Context: an optimization exercise on an open-source flow, tuned for small area and a short achievable clock period. The choices shown serve that exercise and are no tape-out recipe.
Where RTL was checked, it was by simulation tests only, not by an equivalence proof against the original.

==> flow/design.v (excerpt) <==
module Butterfly_Unit (
    input clk,
    input reset,
    input [1:0] operation,   
    input valid_in,
    input [11:0] a_in,
    input [11:0] b_in,
    input [11:0] zeta,
    output reg [11:0] a_out,
    output reg [11:0] b_out,
    output reg valid_out
);
clock: 6.5 ns
lec_check: 0
cap_margin: 20
core_margin: 2
core_utilization: 40
setup_slack_margin: 2.7
slew_margin: 20
run.sh (not shown) runs the stock make flow with config.mk's settings and CLKGATE_MAP_FILE= SYNTH_SCRIPT=/design/flow/synth_recipe.tcl, a recipe that flattens the netlist after the stock synthesis.
The baseline finished clean.
Next try:
SETUP_SLACK_MARGIN = 3.1   (was 2.7)
Count of clock-buffer cells in the layout stays the same; area after synthesis is unchanged; final cell count climbs by a few percent; setup slack is better by 71 ps.
Next try:
SETUP_SLACK_MARGIN = 3.4   (was 3.1)
After rerunning: The new run passed the timing, DRC and antenna checks; final area went up by 3.5%; utilization grows by 1.7 points; via count rises by 1.9%; count of clock-buffer cells in the layout does not change; register-to-register slack is about the same; critical path depth came out lower by 3.
No functional check of the RTL was part of any run of this note.

========
Butterfly_Unit, a different RTL version from the one above (not shown whole).
For scale: about 1600 cells after synthesis, roughly 190 flip-flops, ~66 I/O pins, about 14000 sq um of cells after synthesis.
Settings: LEC_CHECK=0, CAP_MARGIN=20, CELL_PAD_IN_SITES_DETAIL_PLACEMENT=0, CELL_PAD_IN_SITES_GLOBAL_PLACEMENT=0, CORE_MARGIN=2, CORE_UTILIZATION=55, SETUP_SLACK_MARGIN=3.0, SLEW_MARGIN=20, TNS_END_PERCENT=0; clock period 6.5 ns.
standard.sh (not shown) runs the stock make flow with config.mk's settings and CLKGATE_MAP_FILE= SYNTH_SCRIPT=/design/flow/synth_recipe.tcl, a recipe that flattens the netlist after the stock synthesis.
==> flow/flow/run.sh <==
#!/bin/bash
# The standard layout (standard.sh), except that the buffers buffer_ports puts on
# every input and output port are sky130_fd_sc_hd__buf_2 cells instead of its default pick.
# ORFS writes each step's log under orfs/logs/; standard.sh's own output goes to standard.log.
set -euo pipefail
export BUFFER_PORTS_ARGS="-buffer_cell sky130_fd_sc_hd__buf_2"
bash standard.sh finish > standard.log 2>&1
The starting point completed without violations.
Edit:
==> flow/run.sh (new file) <==
#!/bin/bash
# synth_recipe.tcl (not shown) runs the flow's synth.tcl, then flattens the netlist and writes it again
# the make line also repeats each setting of config.mk as NAME=value (left out here)
make -C /OpenROAD-flow-scripts/flow DESIGN_CONFIG=/design/flow/config.mk WORK_HOME=/design/flow/orfs CLKGATE_MAP_FILE= SYNTH_SCRIPT=/design/flow/synth_recipe.tcl finish
removed: flow/flow/run.sh
removed: flow/standard.sh
=> The changed run completed without violations. Sequential share of layout area shrinks by 0.64 points. Routed wire length grows slightly. Register-to-register slack is better by 0.04 ns. Core utilization grows by 1.9 points. Non-clock buffer count grows by 15.
Edit:
==> flow/flow/run.sh (new file) <==
#!/bin/bash
# The standard layout (standard.sh), except that the buffers buffer_ports puts on
# every input and output port are sky130_fd_sc_hd__buf_2 cells instead of its default pick.
# ORFS writes each step's log under orfs/logs/; standard.sh's own output goes to standard.log.
set -euo pipefail
export BUFFER_PORTS_ARGS="-buffer_cell sky130_fd_sc_hd__buf_2"
bash standard.sh finish > standard.log 2>&1
==> flow/standard.sh (new file) <==
#!/bin/bash
# synth_recipe.tcl (not shown) runs the flow's synth.tcl, then flattens the netlist and writes it again
# the make line also repeats each setting of config.mk as NAME=value (left out here)
make -C /OpenROAD-flow-scripts/flow DESIGN_CONFIG=/design/flow/config.mk WORK_HOME=/design/flow/orfs CLKGATE_MAP_FILE= SYNTH_SCRIPT=/design/flow/synth_recipe.tcl "${@:-finish}"
--- a/flow/config.mk
+++ b/flow/config.mk
@@ -12,3 +12,4 @@
 export CORE_UTILIZATION = 55
-export SETUP_SLACK_MARGIN = 3.0
+export CTS_BUF_LIST = sky130_fd_sc_hd__clkbuf_4 sky130_fd_sc_hd__clkbuf_8 sky130_fd_sc_hd__clkbuf_16
+export SETUP_SLACK_MARGIN = 2.85
 export SLEW_MARGIN = 20
removed: flow/run.sh
After rerunning: The new run finished with timing, DRC and antenna clean. Die area stays the same. Wire length went down by about 1.7%. Final cell count went down by about 0.65%.
Edit:
--- a/flow/config.mk
+++ b/flow/config.mk
@@ -12,4 +12,3 @@
 export CORE_UTILIZATION = 55
-export CTS_BUF_LIST = sky130_fd_sc_hd__clkbuf_4 sky130_fd_sc_hd__clkbuf_8 sky130_fd_sc_hd__clkbuf_16
-export SETUP_SLACK_MARGIN = 2.85
+export SETUP_SLACK_MARGIN = 2.7
 export SLEW_MARGIN = 20
=> The new run passed the timing, DRC and antenna checks. Worst setup slack is worse by 0.093 ns. Routed wire length fell slightly. Cell area fell slightly. Global-route usage rose by 0.21 points. Utilization fell by 0.59 points. Count of clock-buffer cells in the layout is unchanged. Clock skew is about the same.
Edit:
--- a/flow/config.mk
+++ b/flow/config.mk
@@ -11,4 +11,4 @@
 export CORE_MARGIN = 2
-export CORE_UTILIZATION = 55
-export SETUP_SLACK_MARGIN = 2.7
+export CORE_UTILIZATION = 50
+export SETUP_SLACK_MARGIN = 2.95
 export SLEW_MARGIN = 20
After rerunning: The changed run went through all stages and came out clean; synthesized cell count does not change; utilization went down by 5.3 points; die area rose by 9.7%; cell count increases by 2.8%; routed wire length is lower by 2.0%; synthesized area stays the same.
Edit:
--- a/flow/config.mk
+++ b/flow/config.mk
@@ -11,4 +11,4 @@
 export CORE_MARGIN = 2
-export CORE_UTILIZATION = 50
-export SETUP_SLACK_MARGIN = 2.95
+export CORE_UTILIZATION = 62
+export SETUP_SLACK_MARGIN = 2.85
 export SLEW_MARGIN = 20
After rerunning:
- routed wire length went up by 0.90%
- sequential share of layout area is about the same
- global-route usage rose by 4.9 points
- synthesized cell count does not change

========
north:
Another version of the RTL of Butterfly_Unit (not shown whole).
For scale: about 160 flip-flops, about 66 I/O pins, ~15000 sq um of cells after synthesis.
==> flow/config.mk <==
export PLATFORM = sky130hd
export DESIGN_NAME = Butterfly_Unit
export DESIGN_NICKNAME = Butterfly_Unit
export VERILOG_FILES = /design/flow/design.v
export SDC_FILE = /design/flow/constraint.sdc
export NUM_CORES = 4
export LEC_CHECK = 0
export CAP_MARGIN = 20
export CORE_MARGIN = 2
export CORE_UTILIZATION = 40
export SETUP_SLACK_MARGIN = 2.5
export SLEW_MARGIN = 20
==> flow/constraint.sdc <==
create_clock -name core_clock -period 6.5 [get_ports {clk}]
set_input_delay 1.3000 -clock core_clock [delete_from_list [all_inputs] [get_ports {clk}]]
set_output_delay 1.3000 -clock core_clock [all_outputs]
set_load 0.01 [all_outputs]
run.sh (not shown) runs the stock make flow with config.mk's settings and CLKGATE_MAP_FILE= SYNTH_SCRIPT=/design/flow/synth_recipe.tcl, a recipe that flattens the netlist after the stock synthesis.
Stock flow here: none of the scripts above is used.
The final layout from north, which completed every stage, passed the timing, DRC and antenna checks at the end of the flow.
Inputs modified between north and south:
diff --git a/flow/config.mk b/flow/config.mk
--- a/flow/config.mk
+++ b/flow/config.mk
@@ -11 +10,0 @@
-export SETUP_SLACK_MARGIN = 2.5
==> comparison <==
The global-route usage of north and that of south are within noise of each other.
Lower first-pass GRT wire length was reported by south, not north.
south vs north — non-clock buffer count dropped by more than a quarter
south vs north — multi-input gate area in the final layout dropped by a few percent
From north to south the numbers moved as follows: final routed wirelength across all metal layers went down by 2.6%; sequential share of layout area went up; delay of the slowest cell on the worst path +20 ps; utilization of the core after routing fell 2.8 points.
Of the two values seen for launching element of the worst setup path, z1[4] was produced by north and z1[2] by south.

========
Another version of the RTL of Butterfly_Unit (not shown whole).
Size in the first run: roughly 1,700 cells after synthesis, ~66 I/O pins, about 16,000 um2 of cells after synthesis.
Design Butterfly_Unit, start of the top module:
module Butterfly_Unit (
    input clk,
    input reset,
    input [1:0] operation,   
    input valid_in,
    input [11:0] a_in,
    input [11:0] b_in,
    input [11:0] zeta,
    output reg [11:0] a_out,
    output reg [11:0] b_out,
    output reg valid_out
);
clock: 6.5 ns
lec_check: 0
cap_margin: 20
core_margin: 2
core_utilization: 40
setup_slack_margin: 3.5
slew_margin: 20
The baseline completed without violations.
Rerun with:
- SETUP_SLACK_MARGIN: 3.5 -> 2.7
The changed run finished clean. Via count is lower by 6.2%. Clock-buffer cell count is unchanged. Setup slack gains 0.087 ns.
Function was not checked in any run of this note: the RTL went through the layout flow alone.

========
Butterfly_Unit, a different RTL version from the one above (not shown whole).
For scale: roughly 1800 cells after synthesis, about 200 flip-flops, about 66 I/O pins, ~17000 sq um of cells after synthesis.
export LEC_CHECK = 0
export CAP_MARGIN = 20
export CORE_MARGIN = 2
export CORE_UTILIZATION = 40
export SETUP_SLACK_MARGIN = 2.9
export SLEW_MARGIN = 20
create_clock -name core_clock -period 6.5 [get_ports {clk}]
The first run completed with no timing, DRC or antenna violations.
==> next run, changes <==
--- a/flow/config.mk
+++ b/flow/config.mk
@@ -8,0 +9,2 @@
+export CELL_PAD_IN_SITES_DETAIL_PLACEMENT = 0
+export CELL_PAD_IN_SITES_GLOBAL_PLACEMENT = 0
@@ -10,2 +12,2 @@
-export CORE_UTILIZATION = 40
-export SETUP_SLACK_MARGIN = 2.9
+export CORE_UTILIZATION = 55
+export SETUP_SLACK_MARGIN = 2.7
Flip-flop and latch count stays the same. Via count shrinks by about 2%. Global-route usage went up by 6.2 points. Design area goes down by 3.1%. Worst hold slack gains 0.0075 ns. Synthesized cell count does not change. Die area drops by about 27%.

========
Setup of run 1:
Another version of the RTL of Butterfly_Unit (not shown whole).
For scale: about 1500 cells after synthesis, about 66 I/O pins.
clock: 6.5 ns
lec_check: 0
cap_margin: 20
cell_pad_in_sites_detail_placement: 0
cell_pad_in_sites_global_placement: 0
core_margin: 2
core_utilization: 70
place_density: 0.8
setup_slack_margin: 3.0
slew_margin: 20
tns_end_percent: 0
Run 1 finished every step from synthesis to the final layout, and the layout passed the timing, DRC and antenna checks.
diff inputs: run 1 => run 2
Settings: a deleted PLACE_DENSITY that had been 0.8; a change of CORE_UTILIZATION from 70 to 55; an added ABC_AREA of 1.
Findings:
- Measured against each other, run 2 and run 1 differ in width of the chip, the higher figure coming from run 2.
- Run 1: full flow OK, the timing, DRC and antenna checks passed
- Run 2: flow completed, timing, DRC and antenna clean
- Taking run 1 as the reference, in run 2 fmax higher, final area moved down.
- Between run 2 and run 1, area of combinational cells with multiple inputs is higher for run 1, run 2 comes in under that.
--- input diff run 2..run 3 ---
Settings: removing ABC_AREA (formerly 1); setting GPL_TIMING_DRIVEN to 0 for the first time.
### Flow results
Comparing run 3 and run 2, the higher minimum clock period after layout is on run 2. Worst reg2reg path depth: run 3 vs run 2 down 4. In the metrics for run 3 and run 2, the one carrying the lower well tap count is run 3. Final cell count without fillers: run 3 vs run 2 down about 18%. The transition time at the pin with the least slew margin in run 3 sits 230 ps below the value recorded for run 2. Met1 wire length: run 3 vs run 2 down 6.4%. In run 3 the area of all placed cells without fillers turned out about 3% higher than in run 2. Run 3 vs run 2: iteration count of the initial detailed-routing pass up in run 3. Summary of run 3 over run 2: final hold slack now sits lower, area growth from synthesis to final layout now sits higher.
Edits applied to the flow inputs when going from run 3 to run 4:
Settings: GPL_TIMING_DRIVEN removed (was 0); SETUP_SLACK_MARGIN changed from 3.0 to 3.15.
### Flow results
- Diff run 3 -> run 4: combined flip-flop and latch cell area closely matched the old numbers; final cycle utilization of the critical path decreased by 0.35 points relative to the old numbers.
- Run 3 → run 4: average routed wire per standard cell shows an increase of about 0.7%, final period demand of the worst path moved down, count of clock-buffer cells in the layout saw an increase, via count went down 154.

## port drivers added, routing unchanged
Ports are ideal in the flow. The routed layouts listed here were re-timed in OpenROAD. Step 1 (the two cells are an assumption about what drives the block):
set clk [get_ports {clk}]
set_driving_cell -lib_cell sky130_fd_sc_hd__clkbuf_16 $clk
set_driving_cell -lib_cell sky130_fd_sc_hd__buf_2 [delete_from_list [all_inputs] $clk]
Step 2, shift: input delay + t, output delay - t, t = (earliest + latest rising clock arrival at the registers) / 2. This alone moves slack from input paths to output paths. a / b / c = no drivers / after step 1 / after step 2; a / b = the first two.
run	t, ns	setup WS [ns]	clock arrival spread, ns	worst data-port slew with drivers (ns)
the first run of note 1	0.514	2.801 / 2.801 / 2.372	0.012 / 0.013	0.07
the second run of note 1	0.500	2.872 / 2.872 / 2.697	0.022 / 0.023	0.07
the third run of note 1	0.511	2.878 / 2.878 / 2.814	0.016 / 0.016	0.07
the first run of note 2	0.484	2.917 / 2.921 / 2.455	0.019 / 0.019	0.05
the second run of note 2	0.485	2.907 / 2.940 / 2.454	0.018 / 0.017	0.05
the third run of note 2	0.486	2.884 / 2.884 / 2.430	0.020 / 0.021	0.05
the fourth run of note 2	0.489	2.791 / 2.791 / 2.368	0.022 / 0.022	0.05
the fifth run of note 2	0.489	2.893 / 2.893 / 2.510	0.014 / 0.014	0.04
the sixth run of note 2	0.490	2.882 / 2.882 / 2.423	0.020 / 0.020	0.05
north	0.475	1.457 / 1.457 / 1.457	0.013 / 0.013	0.11
south	0.489	0.921 / 0.921 / 0.921	0.011 / 0.012	0.05
the first run of note 4	0.501	2.145 / 2.145 / 2.145	0.014 / 0.014	0.05
the second run of note 4	0.505	2.232 / 2.232 / 2.232	0.016 / 0.016	0.04
the first run of note 5	0.520	2.986 / 2.986 / 2.540	0.018 / 0.018	0.08
the second run of note 5	0.502	2.887 / 2.887 / 2.408	0.014 / 0.014	0.04
run 1	0.498	2.775 / 2.775 / 2.430	0.016 / 0.016	0.05
run 2	0.494	2.801 / 2.801 / 2.456	0.018 / 0.018	0.04
run 3	0.487	2.820 / 2.820 / 2.474	0.014 / 0.014	0.03
run 4	0.486	2.843 / 2.843 / 2.493	0.017 / 0.016	0.04
After both steps setup and hold are still met in every run listed. The setup slack of the second run of note 5, which loses most, moves by 0.000 ns with the drivers and by -0.479 ns with both steps.
